From an optimization exercise on the open Yosys and OpenROAD flow, aimed at small area and a short achievable clock period; shortcuts taken in it are not production practice. RTL that was checked went through simulation tests only; none was proved equivalent to the original. Function not checked in run 2: the RTL went through the layout flow alone. No activity file was given, so power comes from the tool's default toggle rates.

==> flow/design.v, too long to show whole: its modules and the start of the top module <==
// module SIMD: 842 lines
// module SIMD_fa: 4 lines
// module SIMD_ha: 4 lines
module SIMD(clk,rst,opcode,funct3,funct7,rd_data1,rd_data2,rd_data3,w_add,immed,instrc_add,wr_add,wr_data);
  // ...
==> flow/flow/run.sh <==
#!/bin/bash
# The standard layout with two changes after synthesis (which is the
# standard one, unchanged): the port buffers that placement inserts start as
# buf_1 instead of the default delay buffer, and the resizer may swap a cell
# for one of another footprint.
set -e
bash standard.sh synth > synth.log 2>&1
export BUFFER_PORTS_ARGS="-buffer_cell sky130_fd_sc_hd__buf_1"
bash standard.sh MATCH_CELL_FOOTPRINT=0 finish > layout.log 2>&1
==> flow/standard.sh <==
#!/bin/bash
# synth_recipe.tcl (not shown) runs the flow's synth.tcl, then flattens the netlist and writes it again
# the make line also repeats each setting of config.mk as NAME=value (left out here)
make -C /OpenROAD-flow-scripts/flow DESIGN_CONFIG=/design/flow/config.mk WORK_HOME=/design/flow/orfs CLKGATE_MAP_FILE= SYNTH_SCRIPT=/design/flow/synth_recipe.tcl "${@:-finish}"
==> flow/config.mk <==
export PLATFORM = sky130hd
export DESIGN_NAME = SIMD
export DESIGN_NICKNAME = SIMD
export VERILOG_FILES = /design/flow/design.v
export SDC_FILE = /design/flow/constraint.sdc
export NUM_CORES = 4
export LEC_CHECK = 0
export CAP_MARGIN = 20
export CORE_MARGIN = 2
export CORE_UTILIZATION = 55
export CTS_BUF_LIST = sky130_fd_sc_hd__clkbuf_8
export SETUP_SLACK_MARGIN = 4
export SLEW_MARGIN = 20
export SYNTH_HIERARCHICAL = 1
export SYNTH_MINIMUM_KEEP_SIZE = 0
==> flow/constraint.sdc <==
create_clock -name core_clock -period 10.6 [get_ports {clk}]
set_input_delay 2.1200 -clock core_clock [delete_from_list [all_inputs] [get_ports {clk}]]
set_output_delay 2.1200 -clock core_clock [all_outputs]
set_load 0.01 [all_outputs]
==> flow_summary.json, run 1 <==
{
  "drc": 0,
  "rrSetupSlack_ns": 9.56,
  "signal_buffers": 159,
  "syn_area_um2": 12280,
  "dominant_cells": "multi-input gates",
  "seq_area_um2": 1341,
  "wl_met1_um": 16960,
  "status": "complete, no violations",
  "vias": 10450,
  "synth-edff-count": 0,
  "hold_viol": 0,
  "r2r_end": "pc[4]",
  "grt_overflow": 0,
  "cellLeakagePower_nw": 6.463,
  "vdd_drop_max_v": 0.00008929,
  "syn_inst": 1301,
  "comb_power_mw": 1.02,
  "ys_seq_elements": 67,
  "grt_pass1_vias": 10690,
  "worst_pin_slew_ns": 0.9939,
  "multi_input_area_share": 0.7776,
  "slew_viol_final": 0,
  "dieArea_um2": 23530,
  "cpMostUsedCell": "fa_1",
  "min_path_cells": 1,
  "skew_ns": 0.0006156,
  "grt_pass1_wl_um": 64220,
  "synth-compound-area-share": 0.1037,
  "design.core.area_um2": 21890,
  "die_w_um": 153.4,
  "tap-cell-count": 280
}
==> inputs of run 2 (changes only) <==
--- a/flow/design.v
+++ b/flow/design.v
@@ -332,293 +332,293 @@
 assign pp249 = (a[15] & b8[8]) ^ i_8_16;
 assign pp250 = (a[15] & b8[9]) ^ i_8_16;
 assign pp251 = (a[15] & b8[10]) ^ i_8_16;
 assign pp252 = (a[15] & b8[11]) ^ i_8_16;
 assign pp253 = (a[15] & b[12]) ^ i_4_8_16;
 assign pp254 = (a[15] & b[13]) ^ i_4_8_16;
 assign pp255 = (a[15] & b[14]) ^ i_4_8_16;
 assign pp256 = a[15] & b[15];
-SIMD_ha us257 (.a(u0), .b((cc[0])), .s(s257), .co(c258));
-SIMD_fa us259 (.a((cc[1])), .b(pp17), .c(pp2), .s(s259), .co(c260));
-SIMD_fa us261 (.a((cc[2])), .b(pp18), .c(pp3), .s(s261), .co(c262));
-SIMD_ha us263 (.a(pp33), .b(c260), .s(s263), .co(c264));
-SIMD_fa us265 (.a((cc[3])), .b(pp19), .c(pp34), .s(s265), .co(c266));
-SIMD_fa us267 (.a(pp4), .b(pp49), .c(c262), .s(s267), .co(c268));
+SIMD_ha us257 (.a(u0), .b(pp1), .s(s257), .co(c258));
+SIMD_fa us259 (.a(pp17), .b(pp2), .c(c258), .s(s259), .co(c260));
+SIMD_fa us261 (.a(pp18), .b(pp3), .c(pp33), .s(s261), .co(c262));
+SIMD_ha us263 (.a((cc[2])), .b(s261), .s(s263), .co(c264));
+SIMD_fa us265 (.a(pp19), .b(pp34), .c(pp4), .s(s265), .co(c266));
+SIMD_fa us267 (.a(pp49), .b(c262), .c((cc[3])), .s(s267), .co(c268));
 SIMD_ha us269 (.a(s265), .b(c264), .s(s269), .co(c270));
-SIMD_fa us271 (.a((s4 | cc[4])), .b(pp35), .c(pp5), .s(s271), .co(c272));
-SIMD_fa us273 (.a(pp65), .b(pp20), .c(pp50), .s(s273), .co(c274));
-SIMD_fa us275 (.a(c266), .b(s271), .c(s273), .s(s275), .co(c276));
-SIMD_ha us277 (.a(c268), .b(c270), .s(s277), .co(c278));
-SIMD_fa us279 (.a((cc[5])), .b(pp21), .c(pp6), .s(s279), .co(c280));
-SIMD_fa us281 (.a(pp66), .b(pp81), .c(pp36), .s(s281), .co(c282));
-SIMD_fa us283 (.a(pp51), .b(c272), .c(s279), .s(s283), .co(c284));
-SIMD_fa us285 (.a(c274), .b(s281), .c(s283), .s(s285), .co(c286));
+SIMD_fa us271 (.a(pp35), .b(pp5), .c(pp65), .s(s271), .co(c272));
+SIMD_fa us273 (.a(pp20), .b(pp50), .c((s4 | cc[4])), .s(s273), .co(c274));
+SIMD_fa us275 (.a(s271), .b(c266), .c(c268), .s(s275), .co(c276));
+SIMD_ha us277 (.a(s273), .b(c270), .s(s277), .co(c278));
+SIMD_fa us279 (.a(pp21), .b(pp6), .c(pp66), .s(s279), .co(c280));
+SIMD_fa us281 (.a(pp81), .b(pp36), .c(pp51), .s(s281), .co(c282));
+SIMD_fa us283 (.a(c272), .b((cc[5])), .c(s279), .s(s283), .co(c284));
+SIMD_fa us285 (.a(s281), .b(c274), .c(s283), .s(s285), .co(c286));
 SIMD_ha us287 (.a(c276), .b(c278), .s(s287), .co(c288));
-SIMD_fa us289 (.a((cc[6])), .b(pp22), .c(pp37), .s(s289), .co(c290));
-SIMD_fa us291 (.a(pp52), .b(pp67), .c(pp7), .s(s291), .co(c292));
-SIMD_fa us293 (.a(pp82), .b(pp97), .c(c280), .s(s293), .co(c294));
+SIMD_fa us289 (.a(pp22), .b(pp37), .c(pp52), .s(s289), .co(c290));
+SIMD_fa us291 (.a(pp67), .b(pp7), .c(pp82), .s(s291), .co(c292));
+SIMD_fa us293 (.a(pp97), .b(c280), .c((cc[6])), .s(s293), .co(c294));
 SIMD_fa us295 (.a(s289), .b(s291), .c(c282), .s(s295), .co(c296));
 SIMD_fa us297 (.a(c284), .b(s293), .c(s295), .s(s297), .co(c298));
-SIMD_ha us299 (.a(c286), .b(c288), .s(s299), .co(c300));
-SIMD_fa us301 (.a((s4 | cc[7])), .b(pp23), .c(pp38), .s(s301), .co(c302));
+SIMD_ha us299 (.a(c286), .b(s297), .s(s299), .co(c300));
+SIMD_fa us301 (.a(pp23), .b(pp38), .c(pp53), .s(s301), .co(c302));
 assign k303 = c302 & p8;
-SIMD_fa us304 (.a(pp53), .b(pp68), .c(pp83), .s(s304), .co(c305));
+SIMD_fa us304 (.a(pp68), .b(pp83), .c(pp98), .s(s304), .co(c305));
 assign k306 = c305 & p8;
-SIMD_fa us307 (.a(pp98), .b(pp113), .c(pp8), .s(s307), .co(c308));
+SIMD_fa us307 (.a(pp113), .b(pp8), .c(c290), .s(s307), .co(c308));
 assign k309 = c308 & p8;
-SIMD_fa us310 (.a(c290), .b(c292), .c(s301), .s(s310), .co(c311));
+SIMD_fa us310 (.a(c292), .b((s4 | cc[7])), .c(s301), .s(s310), .co(c311));
 assign k312 = c311 & p8;
 SIMD_fa us313 (.a(s304), .b(s307), .c(c294), .s(s313), .co(c314));
 assign k315 = c314 & p8;
 SIMD_fa us316 (.a(c296), .b(s310), .c(s313), .s(s316), .co(c317));
 assign k318 = c317 & p8;
 SIMD_ha us319 (.a(c298), .b(c300), .s(s319), .co(c320));
 assign k321 = c320 & p8;
-SIMD_fa us322 (.a(u8), .b((s8 | cc[8])), .c(pp129), .s(s322), .co(c323));
-SIMD_fa us324 (.a(pp39), .b(pp54), .c(pp69), .s(s324), .co(c325));
-SIMD_fa us326 (.a(pp84), .b(pp9), .c(pp99), .s(s326), .co(c327));
-SIMD_fa us328 (.a(pp114), .b(pp24), .c(s322), .s(s328), .co(c329));
-SIMD_fa us330 (.a(s324), .b(s326), .c(k303), .s(s330), .co(c331));
-SIMD_fa us332 (.a(k306), .b(k309), .c(s328), .s(s332), .co(c333));
+SIMD_fa us322 (.a(u8), .b(pp129), .c(pp39), .s(s322), .co(c323));
+SIMD_fa us324 (.a(pp54), .b(pp69), .c(pp84), .s(s324), .co(c325));
+SIMD_fa us326 (.a(pp9), .b(pp99), .c(pp114), .s(s326), .co(c327));
+SIMD_fa us328 (.a(pp24), .b((s8 | cc[8])), .c(s322), .s(s328), .co(c329));
+SIMD_fa us330 (.a(s324), .b(k303), .c(k306), .s(s330), .co(c331));
+SIMD_fa us332 (.a(s326), .b(k309), .c(s328), .s(s332), .co(c333));
 SIMD_fa us334 (.a(k312), .b(s330), .c(k315), .s(s334), .co(c335));
-SIMD_fa us336 (.a(s332), .b(k318), .c(s334), .s(s336), .co(c337));
-SIMD_fa us338 (.a((cc[9])), .b(pp10), .c(pp100), .s(s338), .co(c339));
-SIMD_fa us340 (.a(pp130), .b(pp145), .c(pp25), .s(s340), .co(c341));
-SIMD_fa us342 (.a(pp55), .b(pp70), .c(pp85), .s(s342), .co(c343));
-SIMD_fa us344 (.a(pp115), .b(pp40), .c(c323), .s(s344), .co(c345));
-SIMD_fa us346 (.a(c325), .b(c327), .c(s338), .s(s346), .co(c347));
-SIMD_fa us348 (.a(s340), .b(s342), .c(c329), .s(s348), .co(c349));
+SIMD_fa us336 (.a(s332), .b(s334), .c(k318), .s(s336), .co(c337));
+SIMD_fa us338 (.a(pp10), .b(pp100), .c(pp130), .s(s338), .co(c339));
+SIMD_fa us340 (.a(pp145), .b(pp25), .c(pp55), .s(s340), .co(c341));
+SIMD_fa us342 (.a(pp70), .b(pp85), .c(pp115), .s(s342), .co(c343));
+SIMD_fa us344 (.a(pp40), .b(c323), .c(c325), .s(s344), .co(c345));
+SIMD_fa us346 (.a((cc[9])), .b(s338), .c(s340), .s(s346), .co(c347));
+SIMD_fa us348 (.a(c327), .b(s342), .c(c329), .s(s348), .co(c349));
 SIMD_fa us350 (.a(s344), .b(c331), .c(s346), .s(s350), .co(c351));
-SIMD_fa us352 (.a(c333), .b(s348), .c(s350), .s(s352), .co(c353));
+SIMD_fa us352 (.a(s348), .b(c333), .c(s350), .s(s352), .co(c353));
 SIMD_ha us354 (.a(c335), .b(s352), .s(s354), .co(c355));
-SIMD_fa us356 (.a((cc[10])), .b(pp101), .c(pp11), .s(s356), .co(c357));
-SIMD_fa us358 (.a(pp131), .b(pp146), .c(pp161), .s(s358), .co(c359));
-SIMD_fa us360 (.a(pp26), .b(pp41), .c(pp71), .s(s360), .co(c361));
-SIMD_fa us362 (.a(pp86), .b(pp116), .c(pp56), .s(s362), .co(c363));
-SIMD_fa us364 (.a(c339), .b(c341), .c(c343), .s(s364), .co(c365));
-SIMD_fa us366 (.a(s356), .b(s358), .c(s360), .s(s366), .co(c367));
-SIMD_fa us368 (.a(s362), .b(c345), .c(c347), .s(s368), .co(c369));
+SIMD_fa us356 (.a(pp101), .b(pp11), .c(pp131), .s(s356), .co(c357));
+SIMD_fa us358 (.a(pp146), .b(pp161), .c(pp26), .s(s358), .co(c359));
+SIMD_fa us360 (.a(pp41), .b(pp71), .c(pp86), .s(s360), .co(c361));
+SIMD_fa us362 (.a(pp116), .b(pp56), .c(c339), .s(s362), .co(c363));
+SIMD_fa us364 (.a(c341), .b((cc[10])), .c(s356), .s(s364), .co(c365));
+SIMD_fa us366 (.a(s358), .b(s360), .c(c343), .s(s366), .co(c367));
+SIMD_fa us368 (.a(c345), .b(s362), .c(c347), .s(s368), .co(c369));
 SIMD_fa us370 (.a(s364), .b(s366), .c(c349), .s(s370), .co(c371));
-SIMD_fa us372 (.a(c351), .b(s368), .c(s370), .s(s372), .co(c373));
+SIMD_fa us372 (.a(s368), .b(c351), .c(s370), .s(s372), .co(c373));
 SIMD_ha us374 (.a(c353), .b(c355), .s(s374), .co(c375));
-SIMD_fa us376 (.a((cc[11])), .b(pp102), .c(pp12), .s(s376), .co(c377));
-SIMD_fa us378 (.a(pp132), .b(pp147), .c(pp162), .s(s378), .co(c379));
-SIMD_fa us380 (.a(pp177), .b(pp27), .c(pp42), .s(s380), .co(c381));
-SIMD_fa us382 (.a(pp57), .b(pp87), .c(pp117), .s(s382), .co(c383));
-SIMD_fa us384 (.a(pp72), .b(c357), .c(c359), .s(s384), .co(c385));
-SIMD_fa us386 (.a(c361), .b(s376), .c(s378), .s(s386), .co(c387));
-SIMD_fa us388 (.a(s380), .b(c363), .c(s382), .s(s388), .co(c389));
+SIMD_fa us376 (.a(pp102), .b(pp12), .c(pp132), .s(s376), .co(c377));
+SIMD_fa us378 (.a(pp147), .b(pp162), .c(pp177), .s(s378), .co(c379));
+SIMD_fa us380 (.a(pp27), .b(pp42), .c(pp57), .s(s380), .co(c381));
+SIMD_fa us382 (.a(pp87), .b(pp117), .c(pp72), .s(s382), .co(c383));
+SIMD_fa us384 (.a(c357), .b(c359), .c(c361), .s(s384), .co(c385));
+SIMD_fa us386 (.a((cc[11])), .b(s376), .c(s378), .s(s386), .co(c387));
+SIMD_fa us388 (.a(s380), .b(s382), .c(c363), .s(s388), .co(c389));
 SIMD_fa us390 (.a(c365), .b(c367), .c(s384), .s(s390), .co(c391));
 SIMD_fa us392 (.a(s386), .b(s388), .c(c369), .s(s392), .co(c393));
 SIMD_fa us394 (.a(s390), .b(c371), .c(s392), .s(s394), .co(c395));
 SIMD_ha us396 (.a(c373), .b(s394), .s(s396), .co(c397));
-SIMD_fa us398 (.a((s4 | cc[12])), .b(pp103), .c(pp13), .s(s398), .co(c399));
-SIMD_fa us400 (.a(pp133), .b(pp148), .c(pp163), .s(s400), .co(c401));
-SIMD_fa us402 (.a(pp178), .b(pp193), .c(pp28), .s(s402), .co(c403));
-SIMD_fa us404 (.a(pp43), .b(pp58), .c(pp73), .s(s404), .co(c405));
-SIMD_fa us406 (.a(pp118), .b(pp88), .c(c377), .s(s406), .co(c407));
-SIMD_fa us408 (.a(c379), .b(c381), .c(s398), .s(s408), .co(c409));
-SIMD_fa us410 (.a(s400), .b(s402), .c(s404), .s(s410), .co(c411));
-SIMD_fa us412 (.a(c383), .b(c385), .c(c387), .s(s412), .co(c413));
+SIMD_fa us398 (.a(pp103), .b(pp13), .c(pp133), .s(s398), .co(c399));
+SIMD_fa us400 (.a(pp148), .b(pp163), .c(pp178), .s(s400), .co(c401));
+SIMD_fa us402 (.a(pp193), .b(pp28), .c(pp43), .s(s402), .co(c403));
+SIMD_fa us404 (.a(pp58), .b(pp73), .c(pp118), .s(s404), .co(c405));
+SIMD_fa us406 (.a(pp88), .b(c377), .c(c379), .s(s406), .co(c407));
+SIMD_fa us408 (.a(c381), .b((s4 | cc[12])), .c(s398), .s(s408), .co(c409));
+SIMD_fa us410 (.a(s400), .b(s402), .c(c383), .s(s410), .co(c411));
+SIMD_fa us412 (.a(s404), .b(c385), .c(c387), .s(s412), .co(c413));
 SIMD_fa us414 (.a(s406), .b(s408), .c(s410), .s(s414), .co(c415));
 SIMD_fa us416 (.a(c389), .b(c391), .c(s412), .s(s416), .co(c417));
 SIMD_fa us418 (.a(s414), .b(c393), .c(s416), .s(s418), .co(c419));
 SIMD_ha us420 (.a(c395), .b(s418), .s(s420), .co(c421));
-SIMD_fa us422 (.a((cc[13])), .b(pp134), .c(pp14), .s(s422), .co(c423));
-SIMD_fa us424 (.a(pp149), .b(pp164), .c(pp179), .s(s424), .co(c425));
-SIMD_fa us426 (.a(pp194), .b(pp209), .c(pp29), .s(s426), .co(c427));
-SIMD_fa us428 (.a(pp44), .b(pp59), .c(pp74), .s(s428), .co(c429));
-SIMD_fa us430 (.a(pp89), .b(pp104), .c(pp119), .s(s430), .co(c431));
-SIMD_fa us432 (.a(c399), .b(c401), .c(c403), .s(s432), .co(c433));
-SIMD_fa us434 (.a(c405), .b(s422), .c(s424), .s(s434), .co(c435));
-SIMD_fa us436 (.a(s426), .b(s428), .c(s430), .s(s436), .co(c437));
-SIMD_fa us438 (.a(c407), .b(c409), .c(c411), .s(s438), .co(c439));
+SIMD_fa us422 (.a(pp134), .b(pp14), .c(pp149), .s(s422), .co(c423));
+SIMD_fa us424 (.a(pp164), .b(pp179), .c(pp194), .s(s424), .co(c425));
+SIMD_fa us426 (.a(pp209), .b(pp29), .c(pp44), .s(s426), .co(c427));
+SIMD_fa us428 (.a(pp59), .b(pp74), .c(pp89), .s(s428), .co(c429));
+SIMD_fa us430 (.a(pp104), .b(pp119), .c(c399), .s(s430), .co(c431));
+SIMD_fa us432 (.a(c401), .b(c403), .c((cc[13])), .s(s432), .co(c433));
+SIMD_fa us434 (.a(s422), .b(s424), .c(s426), .s(s434), .co(c435));
+SIMD_fa us436 (.a(s428), .b(c405), .c(c407), .s(s436), .co(c437));
+SIMD_fa us438 (.a(s430), .b(c409), .c(c411), .s(s438), .co(c439));
 SIMD_fa us440 (.a(s432), .b(s434), .c(s436), .s(s440), .co(c441));
 SIMD_fa us442 (.a(c413), .b(c415), .c(s438), .s(s442), .co(c443));
 SIMD_fa us444 (.a(s440), .b(c417), .c(s442), .s(s444), .co(c445));
 SIMD_ha us446 (.a(c419), .b(s444), .s(s446), .co(c447));
-SIMD_fa us448 (.a((cc[14])), .b(pp105), .c(pp120), .s(s448), .co(c449));
-SIMD_fa us450 (.a(pp135), .b(pp15), .c(pp150), .s(s450), .co(c451));
-SIMD_fa us452 (.a(pp165), .b(pp180), .c(pp195), .s(s452), .co(c453));
-SIMD_fa us454 (.a(pp210), .b(pp225), .c(pp30), .s(s454), .co(c455));
-SIMD_fa us456 (.a(pp45), .b(pp60), .c(pp75), .s(s456), .co(c457));
-SIMD_fa us458 (.a(pp90), .b(c423), .c(c425), .s(s458), .co(c459));
-SIMD_fa us460 (.a(c427), .b(c429), .c(s448), .s(s460), .co(c461));
+SIMD_fa us448 (.a(pp105), .b(pp120), .c(pp135), .s(s448), .co(c449));
+SIMD_fa us450 (.a(pp15), .b(pp150), .c(pp165), .s(s450), .co(c451));
+SIMD_fa us452 (.a(pp180), .b(pp195), .c(pp210), .s(s452), .co(c453));
+SIMD_fa us454 (.a(pp225), .b(pp30), .c(pp45), .s(s454), .co(c455));
+SIMD_fa us456 (.a(pp60), .b(pp75), .c(pp90), .s(s456), .co(c457));
+SIMD_fa us458 (.a(c423), .b(c425), .c(c427), .s(s458), .co(c459));
+SIMD_fa us460 (.a(c429), .b((cc[14])), .c(s448), .s(s460), .co(c461));
 SIMD_fa us462 (.a(s450), .b(s452), .c(s454), .s(s462), .co(c463));
 SIMD_fa us464 (.a(s456), .b(c431), .c(c433), .s(s464), .co(c465));
 SIMD_fa us466 (.a(c435), .b(s458), .c(s460), .s(s466), .co(c467));
 SIMD_fa us468 (.a(s462), .b(c437), .c(c439), .s(s468), .co(c469));
 SIMD_fa us470 (.a(s464), .b(s466), .c(c441), .s(s470), .co(c471));
-SIMD_fa us472 (.a(c443), .b(s468), .c(s470), .s(s472), .co(c473));
+SIMD_fa us472 (.a(s468), .b(c443), .c(s470), .s(s472), .co(c473));
 SIMD_ha us474 (.a(c445), .b(s472), .s(s474), .co(c475));
-SIMD_fa us476 (.a((s4 | s8 | cc[15])), .b(pp106), .c(pp121), .s(s476), .co(c477));
+SIMD_fa us476 (.a(pp106), .b(pp121), .c(pp136), .s(s476), .co(c477));
 assign k478 = c477 & p16;
-SIMD_fa us479 (.a(pp136), .b(pp151), .c(pp166), .s(s479), .co(c480));
+SIMD_fa us479 (.a(pp151), .b(pp166), .c(pp181), .s(s479), .co(c480));
 assign k481 = c480 & p16;
-SIMD_fa us482 (.a(pp181), .b(pp196), .c(pp211), .s(s482), .co(c483));
+SIMD_fa us482 (.a(pp196), .b(pp211), .c(pp226), .s(s482), .co(c483));
 assign k484 = c483 & p16;
-SIMD_fa us485 (.a(pp226), .b(pp31), .c(pp46), .s(s485), .co(c486));
+SIMD_fa us485 (.a(pp31), .b(pp46), .c(pp61), .s(s485), .co(c486));
 assign k487 = c486 & p16;
-SIMD_fa us488 (.a(pp61), .b(pp76), .c(pp91), .s(s488), .co(c489));
+SIMD_fa us488 (.a(pp76), .b(pp91), .c(pp16), .s(s488), .co(c489));
 assign k490 = c489 & p16;
-SIMD_fa us491 (.a(pp16), .b(pp241), .c(c449), .s(s491), .co(c492));
+SIMD_fa us491 (.a(pp241), .b(c449), .c(c451), .s(s491), .co(c492));
 assign k493 = c492 & p16;
-SIMD_fa us494 (.a(c451), .b(c453), .c(c455), .s(s494), .co(c495));
+SIMD_fa us494 (.a(c453), .b(c455), .c(c457), .s(s494), .co(c495));
 assign k496 = c495 & p16;
-SIMD_fa us497 (.a(c457), .b(s476), .c(s479), .s(s497), .co(c498));
+SIMD_fa us497 (.a((s4 | s8 | cc[15])), .b(s476), .c(s479), .s(s497), .co(c498));
 assign k499 = c498 & p16;
 SIMD_fa us500 (.a(s482), .b(s485), .c(s488), .s(s500), .co(c501));
 assign k502 = c501 & p16;
 SIMD_fa us503 (.a(c459), .b(c461), .c(c463), .s(s503), .co(c504));
 assign k505 = c504 & p16;
 SIMD_fa us506 (.a(s491), .b(s494), .c(s497), .s(s506), .co(c507));
 assign k508 = c507 & p16;
 SIMD_fa us509 (.a(s500), .b(c465), .c(c467), .s(s509), .co(c510));
 assign k511 = c510 & p16;
 SIMD_fa us512 (.a(s503), .b(s506), .c(c469), .s(s512), .co(c513));
 assign k514 = c513 & p16;
 SIMD_fa us515 (.a(s509), .b(c471), .c(s512), .s(s515), .co(c516));
 assign k517 = c516 & p16;
 SIMD_ha us518 (.a(c473), .b(s515), .s(s518), .co(c519));
 assign k520 = c519 & p16;
-SIMD_fa us521 (.a(u16), .b((s16 | cc[16])), .c(pp107), .s(s521), .co(c522));
-SIMD_fa us523 (.a(pp122), .b(pp137), .c(pp152), .s(s523), .co(c524));
-SIMD_fa us525 (.a(pp167), .b(pp182), .c(pp197), .s(s525), .co(c526));
-SIMD_fa us527 (.a(pp212), .b(pp227), .c(pp47), .s(s527), .co(c528));
-SIMD_fa us529 (.a(pp62), .b(pp77), .c(pp92), .s(s529), .co(c530));
-SIMD_fa us531 (.a(pp242), .b(pp32), .c(s521), .s(s531), .co(c532));
+SIMD_fa us521 (.a(u16), .b(pp107), .c(pp122), .s(s521), .co(c522));
+SIMD_fa us523 (.a(pp137), .b(pp152), .c(pp167), .s(s523), .co(c524));
+SIMD_fa us525 (.a(pp182), .b(pp197), .c(pp212), .s(s525), .co(c526));
+SIMD_fa us527 (.a(pp227), .b(pp47), .c(pp62), .s(s527), .co(c528));
+SIMD_fa us529 (.a(pp77), .b(pp92), .c(pp242), .s(s529), .co(c530));
+SIMD_fa us531 (.a(pp32), .b((s16 | cc[16])), .c(s521), .s(s531), .co(c532));
 SIMD_fa us533 (.a(s523), .b(s525), .c(s527), .s(s533), .co(c534));
-SIMD_fa us535 (.a(s529), .b(k478), .c(k481), .s(s535), .co(c536));
-SIMD_fa us537 (.a(k484), .b(k487), .c(k490), .s(s537), .co(c538));
+SIMD_fa us535 (.a(k478), .b(k481), .c(k484), .s(s535), .co(c536));
+SIMD_fa us537 (.a(k487), .b(s529), .c(k490), .s(s537), .co(c538));
 SIMD_fa us539 (.a(k493), .b(k496), .c(s531), .s(s539), .co(c540));
-SIMD_fa us541 (.a(s533), .b(k499), .c(k502), .s(s541), .co(c542));
-SIMD_fa us543 (.a(s535), .b(s537), .c(k505), .s(s543), .co(c544));
+SIMD_fa us541 (.a(s533), .b(k499), .c(s535), .s(s541), .co(c542));
+SIMD_fa us543 (.a(k502), .b(s537), .c(k505), .s(s543), .co(c544));
 SIMD_fa us545 (.a(s539), .b(k508), .c(s541), .s(s545), .co(c546));
 SIMD_fa us547 (.a(k511), .b(s543), .c(s545), .s(s547), .co(c548));
 SIMD_fa us549 (.a(k514), .b(s547), .c(k517), .s(s549), .co(c550));
-SIMD_fa us551 (.a((cc[17])), .b(pp108), .c(pp123), .s(s551), .co(c552));
-SIMD_fa us553 (.a(pp138), .b(pp153), .c(pp168), .s(s553), .co(c554));
-SIMD_fa us555 (.a(pp183), .b(pp198), .c(pp213), .s(s555), .co(c556));
-SIMD_fa us557 (.a(pp228), .b(pp63), .c(pp78), .s(s557), .co(c558));
-SIMD_fa us559 (.a(pp93), .b(pp243), .c(pp48), .s(s559), .co(c560));
-SIMD_fa us561 (.a(c522), .b(c524), .c(c526), .s(s561), .co(c562));
-SIMD_fa us563 (.a(c528), .b(c530), .c(s551), .s(s563), .co(c564));
-SIMD_fa us565 (.a(s553), .b(s555), .c(s557), .s(s565), .co(c566));
+SIMD_fa us551 (.a(pp108), .b(pp123), .c(pp138), .s(s551), .co(c552));
+SIMD_fa us553 (.a(pp153), .b(pp168), .c(pp183), .s(s553), .co(c554));
+SIMD_fa us555 (.a(pp198), .b(pp213), .c(pp228), .s(s555), .co(c556));
+SIMD_fa us557 (.a(pp63), .b(pp78), .c(pp93), .s(s557), .co(c558));
+SIMD_fa us559 (.a(pp243), .b(pp48), .c(c522), .s(s559), .co(c560));
+SIMD_fa us561 (.a(c524), .b(c526), .c(c528), .s(s561), .co(c562));
+SIMD_fa us563 (.a((cc[17])), .b(s551), .c(s553), .s(s563), .co(c564));
+SIMD_fa us565 (.a(s555), .b(s557), .c(c530), .s(s565), .co(c566));
 SIMD_fa us567 (.a(s559), .b(c532), .c(c534), .s(s567), .co(c568));
-SIMD_fa us569 (.a(s561), .b(c536), .c(c538), .s(s569), .co(c570));
-SIMD_fa us571 (.a(s563), .b(s565), .c(c540), .s(s571), .co(c572));
+SIMD_fa us569 (.a(s561), .b(c536), .c(s563), .s(s569), .co(c570));
+SIMD_fa us571 (.a(s565), .b(c538), .c(c540), .s(s571), .co(c572));
 SIMD_fa us573 (.a(s567), .b(c542), .c(s569), .s(s573), .co(c574));
 SIMD_fa us575 (.a(c544), .b(s571), .c(c546), .s(s575), .co(c576));
-SIMD_fa us577 (.a(s573), .b(c548), .c(s575), .s(s577), .co(c578));
-SIMD_fa us579 (.a((cc[18])), .b(pp109), .c(pp124), .s(s579), .co(c580));
-SIMD_fa us581 (.a(pp139), .b(pp154), .c(pp169), .s(s581), .co(c582));
-SIMD_fa us583 (.a(pp184), .b(pp199), .c(pp214), .s(s583), .co(c584));
-SIMD_fa us585 (.a(pp229), .b(pp79), .c(pp94), .s(s585), .co(c586));
-SIMD_fa us587 (.a(pp244), .b(pp64), .c(c552), .s(s587), .co(c588));
-SIMD_fa us589 (.a(c554), .b(c556), .c(c558), .s(s589), .co(c590));
+SIMD_fa us577 (.a(s573), .b(s575), .c(c548), .s(s577), .co(c578));
+SIMD_fa us579 (.a(pp109), .b(pp124), .c(pp139), .s(s579), .co(c580));
+SIMD_fa us581 (.a(pp154), .b(pp169), .c(pp184), .s(s581), .co(c582));
+SIMD_fa us583 (.a(pp199), .b(pp214), .c(pp229), .s(s583), .co(c584));
+SIMD_fa us585 (.a(pp79), .b(pp94), .c(pp244), .s(s585), .co(c586));
+SIMD_fa us587 (.a(pp64), .b(c552), .c(c554), .s(s587), .co(c588));
+SIMD_fa us589 (.a(c556), .b(c558), .c((cc[18])), .s(s589), .co(c590));
 SIMD_fa us591 (.a(s579), .b(s581), .c(s583), .s(s591), .co(c592));
 SIMD_fa us593 (.a(s585), .b(c560), .c(c562), .s(s593), .co(c594));
 SIMD_fa us595 (.a(c564), .b(c566), .c(s587), .s(s595), .co(c596));
-SIMD_fa us597 (.a(s589), .b(s591), .c(c568), .s(s597), .co(c598));
-SIMD_fa us599 (.a(s593), .b(c570), .c(s595), .s(s599), .co(c600));
-SIMD_fa us601 (.a(c572), .b(s597), .c(c574), .s(s601), .co(c602));
+SIMD_fa us597 (.a(s589), .b(s591), .c(s593), .s(s597), .co(c598));
+SIMD_fa us599 (.a(c568), .b(c570), .c(s595), .s(s599), .co(c600));
+SIMD_fa us601 (.a(s597), .b(c572), .c(c574), .s(s601), .co(c602));
 SIMD_fa us603 (.a(s599), .b(c576), .c(s601), .s(s603), .co(c604));
-SIMD_fa us605 (.a((cc[19])), .b(pp110), .c(pp125), .s(s605), .co(c606));
-SIMD_fa us607 (.a(pp155), .b(pp170), .c(pp200), .s(s607), .co(c608));
-SIMD_fa us609 (.a(pp215), .b(pp230), .c(pp95), .s(s609), .co(c610));
-SIMD_fa us611 (.a(pp140), .b(pp185), .c(pp245), .s(s611), .co(c612));
-SIMD_fa us613 (.a(pp80), .b(c580), .c(c582), .s(s613), .co(c614));
-SIMD_fa us615 (.a(c584), .b(c586), .c(s605), .s(s615), .co(c616));
-SIMD_fa us617 (.a(s607), .b(s609), .c(s611), .s(s617), .co(c618));
+SIMD_fa us605 (.a(pp110), .b(pp125), .c(pp155), .s(s605), .co(c606));
+SIMD_fa us607 (.a(pp170), .b(pp200), .c(pp215), .s(s607), .co(c608));
+SIMD_fa us609 (.a(pp230), .b(pp95), .c(pp140), .s(s609), .co(c610));
+SIMD_fa us611 (.a(pp185), .b(pp245), .c(pp80), .s(s611), .co(c612));
+SIMD_fa us613 (.a(c580), .b(c582), .c(c584), .s(s613), .co(c614));
+SIMD_fa us615 (.a((cc[19])), .b(s605), .c(s607), .s(s615), .co(c616));
+SIMD_fa us617 (.a(c586), .b(s609), .c(s611), .s(s617), .co(c618));
 SIMD_fa us619 (.a(c588), .b(c590), .c(c592), .s(s619), .co(c620));
-SIMD_fa us621 (.a(s613), .b(s615), .c(c594), .s(s621), .co(c622));
-SIMD_fa us623 (.a(s617), .b(c596), .c(s619), .s(s623), .co(c624));
-SIMD_fa us625 (.a(c598), .b(s621), .c(c600), .s(s625), .co(c626));
+SIMD_fa us621 (.a(s613), .b(s615), .c(s617), .s(s621), .co(c622));
+SIMD_fa us623 (.a(c594), .b(c596), .c(s619), .s(s623), .co(c624));
+SIMD_fa us625 (.a(s621), .b(c598), .c(c600), .s(s625), .co(c626));
 SIMD_fa us627 (.a(s623), .b(c602), .c(s625), .s(s627), .co(c628));
-SIMD_fa us629 (.a((s4 | cc[20])), .b(pp111), .c(pp126), .s(s629), .co(c630));
-SIMD_fa us631 (.a(pp141), .b(pp171), .c(pp201), .s(s631), .co(c632));
-SIMD_fa us633 (.a(pp216), .b(pp231), .c(pp156), .s(s633), .co(c634));
-SIMD_fa us635 (.a(pp186), .b(pp246), .c(pp96), .s(s635), .co(c636));
-SIMD_fa us637 (.a(c606), .b(c608), .c(c610), .s(s637), .co(c638));
-SIMD_fa us639 (.a(s629), .b(s631), .c(c612), .s(s639), .co(c640));
-SIMD_fa us641 (.a(s633), .b(s635), .c(c614), .s(s641), .co(c642));
+SIMD_fa us629 (.a(pp111), .b(pp126), .c(pp141), .s(s629), .co(c630));
+SIMD_fa us631 (.a(pp171), .b(pp201), .c(pp216), .s(s631), .co(c632));
+SIMD_fa us633 (.a(pp231), .b(pp156), .c(pp186), .s(s633), .co(c634));
+SIMD_fa us635 (.a(pp246), .b(pp96), .c(c606), .s(s635), .co(c636));
+SIMD_fa us637 (.a(c608), .b((s4 | cc[20])), .c(s629), .s(s637), .co(c638));
+SIMD_fa us639 (.a(s631), .b(c610), .c(c612), .s(s639), .co(c640));
+SIMD_fa us641 (.a(s633), .b(c614), .c(s635), .s(s641), .co(c642));
 SIMD_fa us643 (.a(c616), .b(s637), .c(c618), .s(s643), .co(c644));
 SIMD_fa us645 (.a(s639), .b(c620), .c(s641), .s(s645), .co(c646));
 SIMD_fa us647 (.a(c622), .b(s643), .c(c624), .s(s647), .co(c648));
 SIMD_fa us649 (.a(s645), .b(c626), .c(s647), .s(s649), .co(c650));
-SIMD_fa us651 (.a((cc[21])), .b(pp127), .c(pp142), .s(s651), .co(c652));
-SIMD_fa us653 (.a(pp157), .b(pp202), .c(pp217), .s(s653), .co(c654));
-SIMD_fa us655 (.a(pp232), .b(pp112), .c(pp172), .s(s655), .co(c656));
-SIMD_fa us657 (.a(pp187), .b(pp247), .c(c630), .s(s657), .co(c658));
-SIMD_fa us659 (.a(c632), .b(s651), .c(s653), .s(s659), .co(c660));
-SIMD_fa us661 (.a(c634), .b(c636), .c(s655), .s(s661), .co(c662));
+SIMD_fa us651 (.a(pp127), .b(pp142), .c(pp157), .s(s651), .co(c652));
+SIMD_fa us653 (.a(pp202), .b(pp217), .c(pp232), .s(s653), .co(c654));
+SIMD_fa us655 (.a(pp112), .b(pp172), .c(pp187), .s(s655), .co(c656));
+SIMD_fa us657 (.a(pp247), .b(c630), .c(c632), .s(s657), .co(c658));
+SIMD_fa us659 (.a((cc[21])), .b(s651), .c(s653), .s(s659), .co(c660));
+SIMD_fa us661 (.a(c634), .b(s655), .c(c636), .s(s661), .co(c662));
 SIMD_fa us663 (.a(c638), .b(s657), .c(c640), .s(s663), .co(c664));
 SIMD_fa us665 (.a(s659), .b(c642), .c(s661), .s(s665), .co(c666));
 SIMD_fa us667 (.a(c644), .b(s663), .c(c646), .s(s667), .co(c668));
 SIMD_fa us669 (.a(s665), .b(c648), .c(s667), .s(s669), .co(c670));
-SIMD_fa us671 (.a((cc[22])), .b(pp143), .c(pp158), .s(s671), .co(c672));
-SIMD_fa us673 (.a(pp173), .b(pp188), .c(pp203), .s(s673), .co(c674));
-SIMD_fa us675 (.a(pp218), .b(pp233), .c(pp128), .s(s675), .co(c676));
-SIMD_fa us677 (.a(pp248), .b(c652), .c(c654), .s(s677), .co(c678));
+SIMD_fa us671 (.a(pp143), .b(pp158), .c(pp173), .s(s671), .co(c672));
+SIMD_fa us673 (.a(pp188), .b(pp203), .c(pp218), .s(s673), .co(c674));
+SIMD_fa us675 (.a(pp233), .b(pp128), .c(pp248), .s(s675), .co(c676));
+SIMD_fa us677 (.a(c652), .b(c654), .c((cc[22])), .s(s677), .co(c678));
 SIMD_fa us679 (.a(s671), .b(s673), .c(c656), .s(s679), .co(c680));
 SIMD_fa us681 (.a(s675), .b(c658), .c(c660), .s(s681), .co(c682));
-SIMD_fa us683 (.a(s677), .b(c662), .c(s679), .s(s683), .co(c684));
-SIMD_fa us685 (.a(c664), .b(s681), .c(c666), .s(s685), .co(c686));
-SIMD_fa us687 (.a(s683), .b(c668), .c(s685), .s(s687), .co(c688));
-SIMD_fa us689 (.a((s4 | cc[23])), .b(pp159), .c(pp174), .s(s689), .co(c690));
+SIMD_fa us683 (.a(s677), .b(s679), .c(c662), .s(s683), .co(c684));
+SIMD_fa us685 (.a(c664), .b(s681), .c(s683), .s(s685), .co(c686));
+SIMD_fa us687 (.a(c666), .b(c668), .c(s685), .s(s687), .co(c688));
+SIMD_fa us689 (.a(pp159), .b(pp174), .c(pp189), .s(s689), .co(c690));
 assign k691 = c690 & p8;
-SIMD_fa us692 (.a(pp189), .b(pp204), .c(pp219), .s(s692), .co(c693));
+SIMD_fa us692 (.a(pp204), .b(pp219), .c(pp234), .s(s692), .co(c693));
 assign k694 = c693 & p8;
-SIMD_fa us695 (.a(pp234), .b(pp144), .c(pp249), .s(s695), .co(c696));
+SIMD_fa us695 (.a(pp144), .b(pp249), .c(c672), .s(s695), .co(c696));
 assign k697 = c696 & p8;
-SIMD_fa us698 (.a(c672), .b(c674), .c(s689), .s(s698), .co(c699));
+SIMD_fa us698 (.a(c674), .b((s4 | cc[23])), .c(s689), .s(s698), .co(c699));
 assign k700 = c699 & p8;
 SIMD_fa us701 (.a(s692), .b(c676), .c(s695), .s(s701), .co(c702));
 assign k703 = c702 & p8;
 SIMD_fa us704 (.a(c678), .b(c680), .c(s698), .s(s704), .co(c705));
 assign k706 = c705 & p8;
-SIMD_fa us707 (.a(s701), .b(c682), .c(c684), .s(s707), .co(c708));
+SIMD_fa us707 (.a(c682), .b(s701), .c(s704), .s(s707), .co(c708));
 assign k709 = c708 & p8;
-SIMD_fa us710 (.a(s704), .b(c686), .c(s707), .s(s710), .co(c711));
+SIMD_fa us710 (.a(c684), .b(s707), .c(c686), .s(s710), .co(c711));
 assign k712 = c711 & p8;
-SIMD_fa us713 (.a(u8), .b((s8 | cc[24])), .c(pp175), .s(s713), .co(c714));
-SIMD_fa us715 (.a(pp190), .b(pp205), .c(pp220), .s(s715), .co(c716));
-SIMD_fa us717 (.a(pp235), .b(pp160), .c(pp250), .s(s717), .co(c718));
+SIMD_fa us713 (.a(u8), .b(pp175), .c(pp190), .s(s713), .co(c714));
+SIMD_fa us715 (.a(pp205), .b(pp220), .c(pp235), .s(s715), .co(c716));
+SIMD_fa us717 (.a(pp160), .b(pp250), .c((s8 | cc[24])), .s(s717), .co(c718));
 SIMD_fa us719 (.a(s713), .b(s715), .c(k691), .s(s719), .co(c720));
-SIMD_fa us721 (.a(k694), .b(s717), .c(k697), .s(s721), .co(c722));
-SIMD_fa us723 (.a(k700), .b(s719), .c(k703), .s(s723), .co(c724));
+SIMD_fa us721 (.a(k694), .b(k697), .c(s717), .s(s721), .co(c722));
+SIMD_fa us723 (.a(s719), .b(k700), .c(k703), .s(s723), .co(c724));
 SIMD_fa us725 (.a(s721), .b(k706), .c(s723), .s(s725), .co(c726));
 SIMD_ha us727 (.a(k709), .b(s725), .s(s727), .co(c728));
-SIMD_fa us729 (.a((cc[25])), .b(pp191), .c(pp206), .s(s729), .co(c730));
-SIMD_fa us731 (.a(pp221), .b(pp236), .c(pp176), .s(s731), .co(c732));
-SIMD_fa us733 (.a(pp251), .b(c714), .c(c716), .s(s733), .co(c734));
-SIMD_fa us735 (.a(s729), .b(c718), .c(s731), .s(s735), .co(c736));
-SIMD_fa us737 (.a(s733), .b(c720), .c(c722), .s(s737), .co(c738));
+SIMD_fa us729 (.a(pp191), .b(pp206), .c(pp221), .s(s729), .co(c730));
+SIMD_fa us731 (.a(pp236), .b(pp176), .c(pp251), .s(s731), .co(c732));
+SIMD_fa us733 (.a(c714), .b(c716), .c((cc[25])), .s(s733), .co(c734));
+SIMD_fa us735 (.a(s729), .b(s731), .c(c718), .s(s735), .co(c736));
+SIMD_fa us737 (.a(c720), .b(s733), .c(c722), .s(s737), .co(c738));
 SIMD_fa us739 (.a(s735), .b(c724), .c(s737), .s(s739), .co(c740));
 SIMD_ha us741 (.a(c726), .b(s739), .s(s741), .co(c742));
-SIMD_fa us743 (.a((cc[26])), .b(pp207), .c(pp222), .s(s743), .co(c744));
-SIMD_fa us745 (.a(pp237), .b(pp192), .c(pp252), .s(s745), .co(c746));
-SIMD_fa us747 (.a(c730), .b(s743), .c(c732), .s(s747), .co(c748));
-SIMD_fa us749 (.a(s745), .b(c734), .c(c736), .s(s749), .co(c750));
-SIMD_fa us751 (.a(s747), .b(c738), .c(s749), .s(s751), .co(c752));
+SIMD_fa us743 (.a(pp207), .b(pp222), .c(pp237), .s(s743), .co(c744));
+SIMD_fa us745 (.a(pp192), .b(pp252), .c(c730), .s(s745), .co(c746));
+SIMD_fa us747 (.a((cc[26])), .b(s743), .c(c732), .s(s747), .co(c748));
+SIMD_fa us749 (.a(s745), .b(c734), .c(s747), .s(s749), .co(c750));
+SIMD_fa us751 (.a(c736), .b(s749), .c(c738), .s(s751), .co(c752));
 SIMD_ha us753 (.a(c740), .b(s751), .s(s753), .co(c754));
-SIMD_fa us755 (.a((cc[27])), .b(pp223), .c(pp238), .s(s755), .co(c756));
-SIMD_fa us757 (.a(pp208), .b(pp253), .c(c744), .s(s757), .co(c758));
-SIMD_fa us759 (.a(s755), .b(c746), .c(s757), .s(s759), .co(c760));
-SIMD_fa us761 (.a(c748), .b(s759), .c(c750), .s(s761), .co(c762));
-SIMD_ha us763 (.a(c752), .b(s761), .s(s763), .co(c764));
-SIMD_fa us765 (.a((s4)), .b(pp239), .c(pp224), .s(s765), .co(c766));
-SIMD_fa us767 (.a(pp254), .b(c756), .c(s765), .s(s767), .co(c768));
+SIMD_fa us755 (.a(pp223), .b(pp238), .c(pp208), .s(s755), .co(c756));
+SIMD_fa us757 (.a(pp253), .b(c744), .c((cc[27])), .s(s757), .co(c758));
+SIMD_fa us759 (.a(s755), .b(c746), .c(c748), .s(s759), .co(c760));
+SIMD_fa us761 (.a(s757), .b(c750), .c(s759), .s(s761), .co(c762));
+SIMD_ha us763 (.a(s761), .b(c752), .s(s763), .co(c764));
+SIMD_fa us765 (.a(pp239), .b(pp224), .c(pp254), .s(s765), .co(c766));
+SIMD_fa us767 (.a((s4)), .b(c756), .c(s765), .s(s767), .co(c768));
 SIMD_fa us769 (.a(c758), .b(s767), .c(c760), .s(s769), .co(c770));
 SIMD_ha us771 (.a(s769), .b(c762), .s(s771), .co(c772));
 SIMD_fa us773 (.a(pp240), .b(pp255), .c(c766), .s(s773), .co(c774));
-SIMD_fa us775 (.a(c768), .b(s773), .c(c770), .s(s775), .co(c776));
+SIMD_fa us775 (.a(s773), .b(c768), .c(c770), .s(s775), .co(c776));
 SIMD_ha us777 (.a(pp256), .b(c774), .s(s777), .co(c778));
-wire [31:0] tx = {(s4 | s8 | s16), c776, c772, c764, c754, c742, c728, k712, c688, c670, c650, c628, c604, c578, c550, k520, c475, c447, c421, c397, c375, s372, c337, k321, s316, s297, s285, s275, s267, s261, c258, pp1};
+wire [31:0] tx = {(s4 | s8 | s16), c776, c772, c764, c754, c742, c728, k712, c688, c670, c650, c628, c604, c578, c550, k520, c475, c447, c421, c397, c375, s372, c337, k321, s316, c288, s285, s275, s267, c260, (cc[1]), (cc[0])};
 wire [31:0] ty = {c778, s777, s775, s771, s763, s753, s741, s727, s710, s687, s669, s649, s627, s603, s577, s549, s518, s474, s446, s420, s396, s374, s354, s336, s319, s299, s287, s277, s269, s263, s259, s257};
 reg [4:0] pc;
 reg [4:0] wr_add_r;
 always @(posedge clk) begin
     if (!rst) begin
         pc <= 5'd0;
         wr_add_r <= 5'd0;
     end else begin
==> flow/config.mk (replaced) <==
export PLATFORM = sky130hd
export DESIGN_NAME = SIMD
export DESIGN_NICKNAME = SIMD
export VERILOG_FILES = /design/flow/design.v
export SDC_FILE = /design/flow/constraint.sdc
export NUM_CORES = 4
export LEC_CHECK = 0
export CAP_MARGIN = 20
export CORE_MARGIN = 2
export CORE_UTILIZATION = 60
export CTS_BUF_LIST = sky130_fd_sc_hd__clkbuf_8
export SETUP_SLACK_MARGIN = 4
export SLEW_MARGIN = 20
export SYNTH_HIERARCHICAL = 1
export SYNTH_MINIMUM_KEEP_SIZE = 0
==> run 2 against run 1 <==
Synthesized cell count increased by 0.46%. Still clean. Largest power group unchanged. Highest routed layer unchanged. Global-route usage is 2.9 points higher. Maximum frequency is 0.84% lower. Power rose by 2.2%. Cell count shrank 0.65%. Utilization increased by 4.2 points.
==> flow_summary.json, run 2 <==
{
  "synth-edff-count": 0,
  "crit_required_ns": 10.82,
  "hold_end": "pc[0]",
  "fillers": 1785,
  "yosys.area_share.simple": 0.2093,
  "cap_violations": 0,
  "status": "complete, no violations",
  "period_share": 0.6166,
  "crit_path_end_kind": "flop",
  "p_sw_frac": 0.4627,
  "die_h_um": 149.3,
  "htree_levels": 3,
  "r2r_end": "pc[4]",
  "syn_inst": 1307,
  "grt_max_degree": 83,
  "cts_tree": "yes",
  "ys.warnings.count": 7,
  "cts.clk_slew.worst_paths_ns": 0.08,
  "path_max_fanout": 16,
  "hold_buffers": 0,
  "grt_pass1_vias": 10590,
  "cp.arrival_ns": 6.75,
  "critPathLaunchType": "primary input",
  "wirelength_um": 42950,
  "drt_iter0_drc": 1013,
  "worst_pin_slew_ns": 1.181,
  "clkSinkCount": 67,
  "place.gp.congestion": 0.9945,
  "synthAdderAreaFrac": 0.4627,
  "cts-root-buf": "clkbuf_8",
  "skew_ns": 0.004823,
  "clk_path_buf_depth": 2,
  "area_growth_pct": 8.936,
  "synth_flop_cell": "dfxtp_1",
  "hp-start": "pc[0]",
  "synth-xor-area-share": 0.06359,
  "boundaryPins": 112,
  "rsz0062_at_grt": "no",
  "vias": 10620,
  "p_sw_mw": 0.7618,
  "finalNetCount": 1799,
  "max_freq_mhz": 153.0,
  "worstReg2RegStart": "pc[0]",
  "reg2reg_depth": 4,
  "path_class": "in -> reg",
  "start_util": 0.6066,
  "mostFrequentLayoutCell": "fa_1",
  "synthMostInstantiatedCell": "fa_1",
  "drc": 0,
  "synth_top_family_by_area": "adder cells",
  "yosysSeqAreaShare": 0.1058,
  "syn_area_um2": 12670,
  "setup_viol": 0,
  "postRouteAntennaNets": 0,
  "p_per_area_nw_per_um2": 119.3,
  "top_regs": "rx (20), ry (20), rlo (8)",
  "finalCriticalPeriod_ns": 6.536,
  "synth_top_area_cell": "fa_1",
  "slew_viol_final": 0,
  "routedWlPerCell_um": 25.68,
  "place_hpwl_um": 32430,
  "clkPwrFrac": 0.161,
  "synth-compound-area-share": 0.08521,
  "io_buffers": 109,
  "vias_per_cell": 6.350,
  "synthTopCellsByArea": "fa_1 38%, dfxtp_1 11%, ha_1 8.2%",
  "numCtsBuffers": 9,
  "yosys-mux-area-fraction": 0.01817,
  "slew_headroom": 0.2042,
  "std_cell_rows": 53,
  "layout_common_cells": "241 x fa_1, 113 x nand2_1, 99 x buf_1",
  "p_seq_frac": 0.227,
  "p_comb_frac": 0.611,
  "ys_seq_elements": 67,
  "vdd_drop_max_v": 0.00005910,
  "synth_common_cells": "241 x fa_1, 115 x nand2_1, 87 x and3_1, 83 x ha_1, 69 x inv_1",
  "dieArea_um2": 22300,
  "hold_viol": 0,
  "grt_overflow": 0,
  "firstDrtPassIters": 6,
  "hold_path_class": "reg -> reg",
  "antenna_found_initial": 2,
  "setup_tns_ns": 0,
  "yosysUniqueCellTypes": 78,
  "grt_use_total": 0.3938,
  "design.core.area_um2": 20890,
  "clock_latency_ns": 0.34,
  "power.internal_mw": 0.8848,
  "grt_pass1_wl_um": 64000,
  "layout-drive-gt1-share": 0.08954,
  "synth_top_cell_area_share": 0.3807,
  "utilization": 0.6609,
  "cellLeakagePower_nw": 6.665,
  "die_w_um": 149.3,
  "rrSetupSlack_ns": 9.63,
  "avgSynthCellArea_um2": 9.696,
  "synth-async-reset-ratio": 0,
  "min_path_cells": 1
}
==> run 2: changes by cell type in the layout (fill, tap and decap cells not counted), sizes merged, moves of 11 or more <==
cell,delta
a22o,-12
and3,+33
mux2i,+17
nand3,+19
nor2,-69
nor3,+11
o21ai,-28
==> run 2: how the worst max path moves through the flow <==
| stage | startpoint | to |
|---|---|---|
| final | immed[3] | ry[16] |
| after global placement | opcode[3] | ry[16] |
| after detailed placement | opcode[3] | ry[16] |
| after global routing | funct3[2] | ry[16] |
| after CTS | opcode[6] | ry[16] |
| after floorplan | opcode[6] | ry[16] |
==> run 2: critical path, cell delays in order <==
cell and delay [ns]:
clkbuf_2 0.23, or2_2 0.38, mux2i_2 0.22, a22oi_1 0.10
buf_4 0.24, nor3_2 0.22, fa_1 0.49, fa_1 0.49
fa_1 0.39, fa_1 0.44, fa_1 0.47, fa_1 0.37
and2_1 0.17, fa_1 0.41
==> run 2: per-stage QoR <==
step                std cells  area [um^2]  total power [mW]  setup WS (ns)  hold WS, ns
CTS                      1655        13560             1.619          3.979       0.4787
floorplan                1308        12680             1.007          4.056       0.4690
global placement         1624        13170             1.319          3.148       0.4490
finish                   1672        13800             1.647          4.064       0.4712
detailed placement       1624        13170             1.342          3.117       0.4602
global route             1671        13800             1.771          3.995       0.5040
==> run 2: repair_timing <==
| action | 4_1_cts | 5_1_grt |
|---|---|---|
| buffers inserted | 15 | 14 |
| pin swaps | 2 | 4 |
| setup endpoints to repair | 27 | 9 |
| gates resized for setup | 13 | 35 |
| gates cloned | 0 | 2 |
==> run 2: metal layers <==
layer | share of wire | up-vias | global-route usage | wire [um]
met5 | 0 | - | 0 | 0
met1 | 0.40 | 5309 | 0.5390 | 17120
li1 | - | 4550 | - | -
met2 | 0.44 | 647 | 0.5982 | 18980
met3 | 0.12 | 111 | 0.1125 | 5080
met4 | 0.041 | 0 | 0.1486 | 1764
==> run 2: Yosys stat by module (local to each module, per instance) <==
module | copies in the design | flops+latches
SIMD_fa | 226 | 0
SIMD | 1 | 67
SIMD_ha | 20 | 0
==> run 2: final cells by class <==
type,count,area (um^2),area share
flip-flops and latches,67,1341,0.09716
multi-input cells,1081,10770,0.7804
inverters,74,286.5,0.02076
clock buffers,9,123.9,0.008973
well taps,275,344.1,0.02493
repair buffers,158,815.8,0.05910
diodes,1,2.502,0.0001813
clock inverters,7,117.6,0.008520
==> run 2: cell families (layout without fill, tap and decap cells) <==
family                   count (synthesis)  count (layout)
AO/OA/AOI/OAI                          145             146
XOR/XNOR                                92              92
adder cells (fa/ha/maj)                324             324
buffers and inverters                  162             248
flip-flops                              67              67
multiplexers                            23              23
other                                    1               3
AND/OR/NAND/NOR                        493             494
==> run 2: power by group through the flow <==
stage | Clock, mW | Combinational, mW | Sequential, mW
6_report | 0.265 | 1.01 | 0.374
5_1_grt | 0.280 | 1.11 | 0.383
4_1_cts | 0.270 | 0.974 | 0.375
3_5_place_dp | 0 | 0.961 | 0.381
3_3_place_gp | 0 | 0.940 | 0.379
2_1_floorplan | 0 | 0.640 | 0.367

[port drivers added, routing unchanged]
In the flow no input, the clock included, has a driving cell. The finished layouts below were timed again as built, in two steps.
Step 1: set_driving_cell puts a clkbuf_16 on clk and a buf_2 on each other input, an assumption about the parent block.
Step 2 times the ports against the registers' clock, not the clock port: input delays grow and output delays shrink by t, the midpoint of the rising clock arrivals with the driver on.
a / b / c = no drivers / after step 1 / after step 2; a / b = the first two.
run	t (ns)	setup slack, ns	hold slack, ns
run 1	0.396	4.120 / 4.143 / 3.746	0.481 / 0.481 / 0.481
run 2	0.390	4.064 / 4.079 / 3.689	0.471 / 0.471 / 0.471
After both steps every run listed still meets setup and hold. For run 2, which loses most, drivers alone change the setup slack by +0.015 ns; drivers and shift together by -0.375 ns.
